This design comes from an exercise in tuning for small area and a short achievable clock period on the open sky130 flow, not from production work. Where RTL was checked, it was by simulation tests only, not by an equivalence proof against the original. Power figures rest on the tool's default switching activity, not on a simulated workload.

==> inputs of run Z <==
// hdc1080_readings_to_ascii
module hdc1080_readings_to_ascii(
    i_clk, i_srst,
    i_display_temp, i_display_humid,
    i_hygro_op_mode, i_hygro_display_mode,
    o_txt_ascii_line1, o_txt_ascii_line2);
clock: 17.0 ns
lec_check: 0
abc_area: 1
cap_margin: 20
core_margin: 2
core_utilization: 40
slew_margin: 20
synth_hierarchical: 1
standard.sh (not shown) runs the stock make flow with config.mk's settings and CLKGATE_MAP_FILE= SYNTH_SCRIPT=/design/flow/synth_recipe.tcl, a recipe that flattens the netlist after the stock synthesis.
==> flow/flow/run.sh <==
#!/bin/bash
# Standard layout (standard.sh, with config.mk's settings) with these changes:
#  - synthesis leaves adders to ABC (no full/half adder cell extraction),
#  - ports are buffered with sky130_fd_sc_hd__buf_1,
#  - constant outputs share one tie cell per value,
#  - repair_timing aims for 12.5 ns of setup slack.
set -euo pipefail
bash standard.sh ADDER_MAP_FILE= 'BUFFER_PORTS_ARGS=-buffer_cell sky130_fd_sc_hd__buf_1' SETUP_SLACK_MARGIN=12.5 SKIP_REPAIR_TIE_FANOUT=1 finish > standard_flow.log 2>&1
==> run K (differences from run Z) <==
--- a/flow/design.v
+++ b/flow/design.v
@@ -9,14 +9,17 @@
 input wire [15:0] i_display_humid;
 input wire [0:0] i_hygro_op_mode;
 input wire [2:0] i_hygro_display_mode;
 output wire [(16*8-1):0] o_txt_ascii_line1;
 output wire [(16*8-1):0] o_txt_ascii_line2;
 function automatic [7:0] ascii_of_hdigit(input [3:0] v);
     ascii_of_hdigit = (v < 4'd10) ? {4'h3, v} : (8'h37 + {4'h0, v});
+endfunction
+function automatic [7:0] ascii_of_digit(input [3:0] v);
+    ascii_of_digit = {4'h3, v};
 endfunction
 function automatic [3:0] dig(input [3:0] a, input [2:0] b);
     dig = a - {b, 1'b0} - {b[0], 3'b000};
 endfunction
 function automatic [18:0] x5(input [15:0] x);
     reg [18:0] a, b;
     reg c;
@@ -78,54 +81,58 @@
 wire [3:0]  c_d1 = c_pos ? c_w1 : c_n1;
 wire [3:0]  c_d0 = c_pos ? c_w0 : c_n0;
 wire [14:0] f_p1 = x9({5'h00, r_t[10:0]});                
 wire [13:0] f_q1 = x5({5'h00, f_p1[10:0]});               
 wire [12:0] f_q0 = x5({6'h00, f_q1[9:0]});                
 wire [3:0]  f_k  = f_p1[14:11];
 wire [11:0] f_u;
-hdc_bcd9x u_bcd9x (.i_x(r_t[15:11]), .o_bcd(f_u));         
-wire [4:0]  f_s0 = f_u[3:0] + f_k;
-wire        f_c0 = (f_s0 >= 5'd10);
-wire        f_c1 = f_c0 && (f_u[7:4] == 4'd9);
-wire [3:0]  f_h2 = f_c1 ? ((f_u[11:8] == 4'd9) ? 4'd0 : f_u[11:8] + 4'd1) : f_u[11:8];
-wire [3:0]  f_h1 = f_c1 ? 4'd0 : f_u[7:4] + {3'b000, f_c0};
-wire [3:0]  f_h0 = f_c0 ? f_s0 - 5'd10 : f_s0[3:0];
+hdc_bcd9x u_bcd9x (.i_x(r_t[15:11]), .o_bcd(f_u));               
+wire [4:0]  f_s2 = f_u[3:0] + f_k;
+wire        f_c2 = (f_s2 >= 5'd10);
+wire        f_c3 = f_c2 && (f_u[7:4] == 4'd9);
+wire [3:0]  f_v4 = f_u[11:8] + {3'b000, f_c3};
+wire [3:0]  f_v3 = f_c3 ? 4'd0 : f_u[7:4] + {3'b000, f_c2};
+wire [3:0]  f_v2 = f_c2 ? f_s2 - 5'd10 : f_s2[3:0];
 wire [3:0]  f_v1 = f_q1[13:10];
 wire [3:0]  f_v0 = f_q0[12:9];
-wire        f_neg = (r_t < 16'd9103);
+wire        f_neg = (f_v4 == 4'd0) && (f_v3 < 4'd4);
+wire        f_ge4 = (f_v3 >= 4'd4);
+wire [3:0]  f_p4 = f_ge4 ? f_v4 : f_v4 - 4'd1;
+wire [3:0]  f_p3d = f_ge4 ? f_v3 - 4'd4 : f_v3 + 4'd6;
 wire        f_b0 = (f_v0 != 4'd0);
 wire        f_b1 = f_b0 || (f_v1 != 4'd0);
-wire        f_b2 = f_b1 || (f_h0 != 4'd0);
-wire [3:0]  f_d4 = f_neg ? 4'd0 : f_h2;
-wire [3:0]  f_d3 = f_neg ? f_h1 + 4'd6 + {3'b000, f_b2} : f_h1;
-wire [3:0]  f_d2 = f_neg ? neg_code(f_h0 + f_b1) : f_h0;
+wire        f_b2 = f_b1 || (f_v2 != 4'd0);
+wire [3:0]  f_n3 = f_v3 + {3'b000, f_b2} - 4'd4;
+wire [3:0]  f_d4 = f_neg ? 4'd0 : f_p4;
+wire [3:0]  f_d3 = f_neg ? f_n3 : f_p3d;
+wire [3:0]  f_d2 = f_neg ? neg_code(f_v2 + f_b1) : f_v2;
 wire [3:0]  f_d1 = f_neg ? neg_code(f_v1 + f_b0) : f_v1;
 wire [3:0]  f_d0 = f_neg ? neg_code({1'b0, f_v0}) : f_v0;
 wire [18:0] h_q3 = x5(r_h);                               
 wire [17:0] h_q2 = x5({1'b0, h_q3[14:0]});                
 wire [16:0] h_q1 = x5({2'b00, h_q2[13:0]});               
 wire [15:0] h_q0 = x5({3'b000, h_q1[12:0]});              
 wire [3:0]  h_d3 = h_q3[18:15];
 wire [3:0]  h_d2 = h_q2[17:14];
 wire [3:0]  h_d1 = h_q1[16:13];
 wire [3:0]  h_d0 = h_q0[15:12];
-wire [7:0] s_c7  = (c_d4 == 4'h0) ? 8'h20 : ascii_of_hdigit(c_d4);
-wire [7:0] s_c8  = ((c_d4 == 4'h0) && (c_d3 == 4'h0)) ? 8'h20 : ascii_of_hdigit(c_d3);
-wire [7:0] s_c9  = ascii_of_hdigit(c_d2);
-wire [7:0] s_c11 = ascii_of_hdigit(c_d1);
-wire [7:0] s_c12 = ascii_of_hdigit(c_d0);
-wire [7:0] s_f7  = (f_d4 == 4'h0) ? 8'h20 : ascii_of_hdigit(f_d4);
+wire [7:0] s_c7  = (c_d4 == 4'h0) ? 8'h20 : ascii_of_digit(c_d4);
+wire [7:0] s_c8  = ((c_d4 == 4'h0) && (c_d3 == 4'h0)) ? 8'h20 : ascii_of_digit(c_d3);
+wire [7:0] s_c9  = ascii_of_digit(c_d2);
+wire [7:0] s_c11 = ascii_of_digit(c_d1);
+wire [7:0] s_c12 = ascii_of_digit(c_d0);
+wire [7:0] s_f7  = (f_d4 == 4'h0) ? 8'h20 : ascii_of_digit(f_d4);
 wire [7:0] s_f8  = ((f_d4 == 4'h0) && (f_d3 == 4'h0)) ? 8'h20 : ascii_of_hdigit(f_d3);
 wire [7:0] s_f9  = ascii_of_hdigit(f_d2);
 wire [7:0] s_f11 = ascii_of_hdigit(f_d1);
 wire [7:0] s_f12 = ascii_of_hdigit(f_d0);
-wire [7:0] s_h8  = (h_d3 == 4'h0) ? 8'h20 : ascii_of_hdigit(h_d3);
-wire [7:0] s_h9  = ascii_of_hdigit(h_d2);
-wire [7:0] s_h11 = ascii_of_hdigit(h_d1);
-wire [7:0] s_h12 = ascii_of_hdigit(h_d0);
+wire [7:0] s_h8  = (h_d3 == 4'h0) ? 8'h20 : ascii_of_digit(h_d3);
+wire [7:0] s_h9  = ascii_of_digit(h_d2);
+wire [7:0] s_h11 = ascii_of_digit(h_d1);
+wire [7:0] s_h12 = ascii_of_digit(h_d0);
 reg  [60:0] r_o;
 wire [60:0] s_o;
 hdc_sel u_sel (
     .i_op(i_hygro_op_mode[0]), .i_dm(i_hygro_display_mode),
     .i_c7(s_c7), .i_c8(s_c8), .i_c9(s_c9), .i_c11(s_c11), .i_c12(s_c12),
     .i_f7(s_f7), .i_f8(s_f8), .i_f9(s_f9), .i_f11(s_f11), .i_f12(s_f12),
     .i_h8(s_h8), .i_h9(s_h9), .i_h11(s_h11), .i_h12(s_h12),
@@ -245,42 +252,42 @@
     o_d[59] = (k_nd | k_m1 | k_m2 | k_m5);
     o_d[60] = (k_noop | k_nd | k_m1 | k_m2 | k_m5);
 end
 endmodule
 module hdc_bcd9x(input wire [4:0] i_x, output reg [11:0] o_bcd);
 always @*
     case (i_x)
-        5'd0: o_bcd = 12'h960;
-        5'd1: o_bcd = 12'h969;
-        5'd2: o_bcd = 12'h978;
-        5'd3: o_bcd = 12'h987;
-        5'd4: o_bcd = 12'h996;
-        5'd5: o_bcd = 12'h005;
-        5'd6: o_bcd = 12'h014;
-        5'd7: o_bcd = 12'h023;
-        5'd8: o_bcd = 12'h032;
-        5'd9: o_bcd = 12'h041;
-        5'd10: o_bcd = 12'h050;
-        5'd11: o_bcd = 12'h059;
-        5'd12: o_bcd = 12'h068;
-        5'd13: o_bcd = 12'h077;
-        5'd14: o_bcd = 12'h086;
-        5'd15: o_bcd = 12'h095;
-        5'd16: o_bcd = 12'h104;
-        5'd17: o_bcd = 12'h113;
-        5'd18: o_bcd = 12'h122;
-        5'd19: o_bcd = 12'h131;
-        5'd20: o_bcd = 12'h140;
-        5'd21: o_bcd = 12'h149;
-        5'd22: o_bcd = 12'h158;
-        5'd23: o_bcd = 12'h167;
-        5'd24: o_bcd = 12'h176;
-        5'd25: o_bcd = 12'h185;
-        5'd26: o_bcd = 12'h194;
-        5'd27: o_bcd = 12'h203;
-        5'd28: o_bcd = 12'h212;
-        5'd29: o_bcd = 12'h221;
-        5'd30: o_bcd = 12'h230;
-        5'd31: o_bcd = 12'h239;
+        5'd0: o_bcd = 12'h000;
+        5'd1: o_bcd = 12'h009;
+        5'd2: o_bcd = 12'h018;
+        5'd3: o_bcd = 12'h027;
+        5'd4: o_bcd = 12'h036;
+        5'd5: o_bcd = 12'h045;
+        5'd6: o_bcd = 12'h054;
+        5'd7: o_bcd = 12'h063;
+        5'd8: o_bcd = 12'h072;
+        5'd9: o_bcd = 12'h081;
+        5'd10: o_bcd = 12'h090;
+        5'd11: o_bcd = 12'h099;
+        5'd12: o_bcd = 12'h108;
+        5'd13: o_bcd = 12'h117;
+        5'd14: o_bcd = 12'h126;
+        5'd15: o_bcd = 12'h135;
+        5'd16: o_bcd = 12'h144;
+        5'd17: o_bcd = 12'h153;
+        5'd18: o_bcd = 12'h162;
+        5'd19: o_bcd = 12'h171;
+        5'd20: o_bcd = 12'h180;
+        5'd21: o_bcd = 12'h189;
+        5'd22: o_bcd = 12'h198;
+        5'd23: o_bcd = 12'h207;
+        5'd24: o_bcd = 12'h216;
+        5'd25: o_bcd = 12'h225;
+        5'd26: o_bcd = 12'h234;
+        5'd27: o_bcd = 12'h243;
+        5'd28: o_bcd = 12'h252;
+        5'd29: o_bcd = 12'h261;
+        5'd30: o_bcd = 12'h270;
+        5'd31: o_bcd = 12'h279;
         default: o_bcd = 12'h000;
     endcase
 endmodule
==> flow/flow/run.sh (replaced) <==
#!/bin/bash
# Standard layout (standard.sh, with config.mk's settings) with these changes:
#  - synthesis is the standard flow's script with ABC mapping by flow/abc.script (dc2
#    restructuring, then area-oriented mapping twice), and adders are left to
#    ABC (no full/half adder cell extraction),
#  - ports are buffered with sky130_fd_sc_hd__buf_1,
#  - constant outputs share one tie cell per value,
#  - repair_timing aims for 12.5 ns of setup slack.
set -euo pipefail
W=$PWD
export FLOW_ABC_SCRIPT=$W/flow/abc.script
bash standard.sh SYNTH_SCRIPT=$W/flow/synth.tcl ADDER_MAP_FILE= \
  'BUFFER_PORTS_ARGS=-buffer_cell sky130_fd_sc_hd__buf_1' \
  SETUP_SLACK_MARGIN=12.5 SKIP_REPAIR_TIE_FANOUT=1 finish > standard_flow.log 2>&1
==> flow/flow/abc.script (new file) <==
strash
dc2
dch
map -B 0.9
strash
dch
map -B 0.9
topo
stime -c
buffer -c
upsize -c
dnsize -c
==> flow/flow/synth.tcl (new file) <==
# The standard flow's synthesis script (synth_recipe.tcl), with ABC run on this flow's own
# mapping script (flow/abc.script) in place of ORFS's.
proc synth {args} { yosys synth -nofsm -noshare {*}$args }
proc abc {args} {
  set i [lsearch -exact $args -script]
  if {$i >= 0} { lset args [expr {$i + 1}] $::env(FLOW_ABC_SCRIPT) }
  yosys abc {*}$args
}
source $::env(SCRIPTS_DIR)/synth.tcl
# left out here: clear keep_hierarchy, flatten, clean up, hide names made inside functions, write 1_2_yosys.v
Settings changed: CORE_UTILIZATION 40 to 65.
==> notes <==
In run Z the routed wire length is lower than in run K, by about 6%.
Between run Z and run K, the lower worst setup slack is in run K (gap 0.082 ns).
Between run Z and run K, the lower synthesized cell count is in run Z (gap 2.9%, measured against run K).
Of run K and run Z, run K has the higher utilization (gap 24 points).
Of run Z and run K, run Z has the higher fmax (gap about 1.9%, measured against run K).
==> figures <==
quantity	run Z	run K
Num tapcells	319	180
Critical register-to-register path startpoint	r_t[2]$_DFF_P_	r_t[12]$_DFF_P_
Worst-margin pin slew	1.02 ns	1.01 ns
Post-placement worst setup slack	11.90 ns	12.00 ns
Area used by multi-input combinational logic	0.00535 mm²	0.00505 mm²
Worst reg2reg path endpoint	r_o[29]$_DFF_P_	r_o[9]$_DFF_P_
Worst vdd ir	0.0657 mV	0.107 mV
Post-DP HPWL	16400 µm	17400 µm
Met1 Use GR	21.7%	38.2%
Tightest hold margin	0.623 ns	0.594 ns
Status	no timing/DRC/antenna violations	no timing/DRC/antenna violations
Total clock network power	0.204 mW	0.215 mW
No functional check of the RTL was part of run Z.

## afterwards: timing with drivers on the ports
In the flow no input, the clock included, has a driving cell. The finished layouts below were timed again as built, in two steps.
Step 1: set_driving_cell puts a clkbuf_16 on i_clk and a buf_2 on each other input, an assumption about the parent block.
Step 2 adds t to the input delays and takes it off the output delays; t is the mean of the earliest and latest rising clock arrival at the registers after step 1. Input paths then give back, and output paths get back, about the clock's delay inside the block.
Three values: no drivers, after step 1, after step 2; two values: the first two.
run | shift t [ns] | setup slack, ns | worst register clock-pin slew, ns | worst slew at a driven data input, ns
run Z | 0.398 | 12.613 / 12.571 / 12.272 | 0.08 / 0.08 | 0.05
run K | 0.401 | 12.531 / 12.489 / 12.319 | 0.08 / 0.08 | 0.08
After both steps setup and hold are still met in every run listed. The setup slack of run Z, which loses most, moves by -0.042 ns with the drivers and by -0.341 ns with both steps.
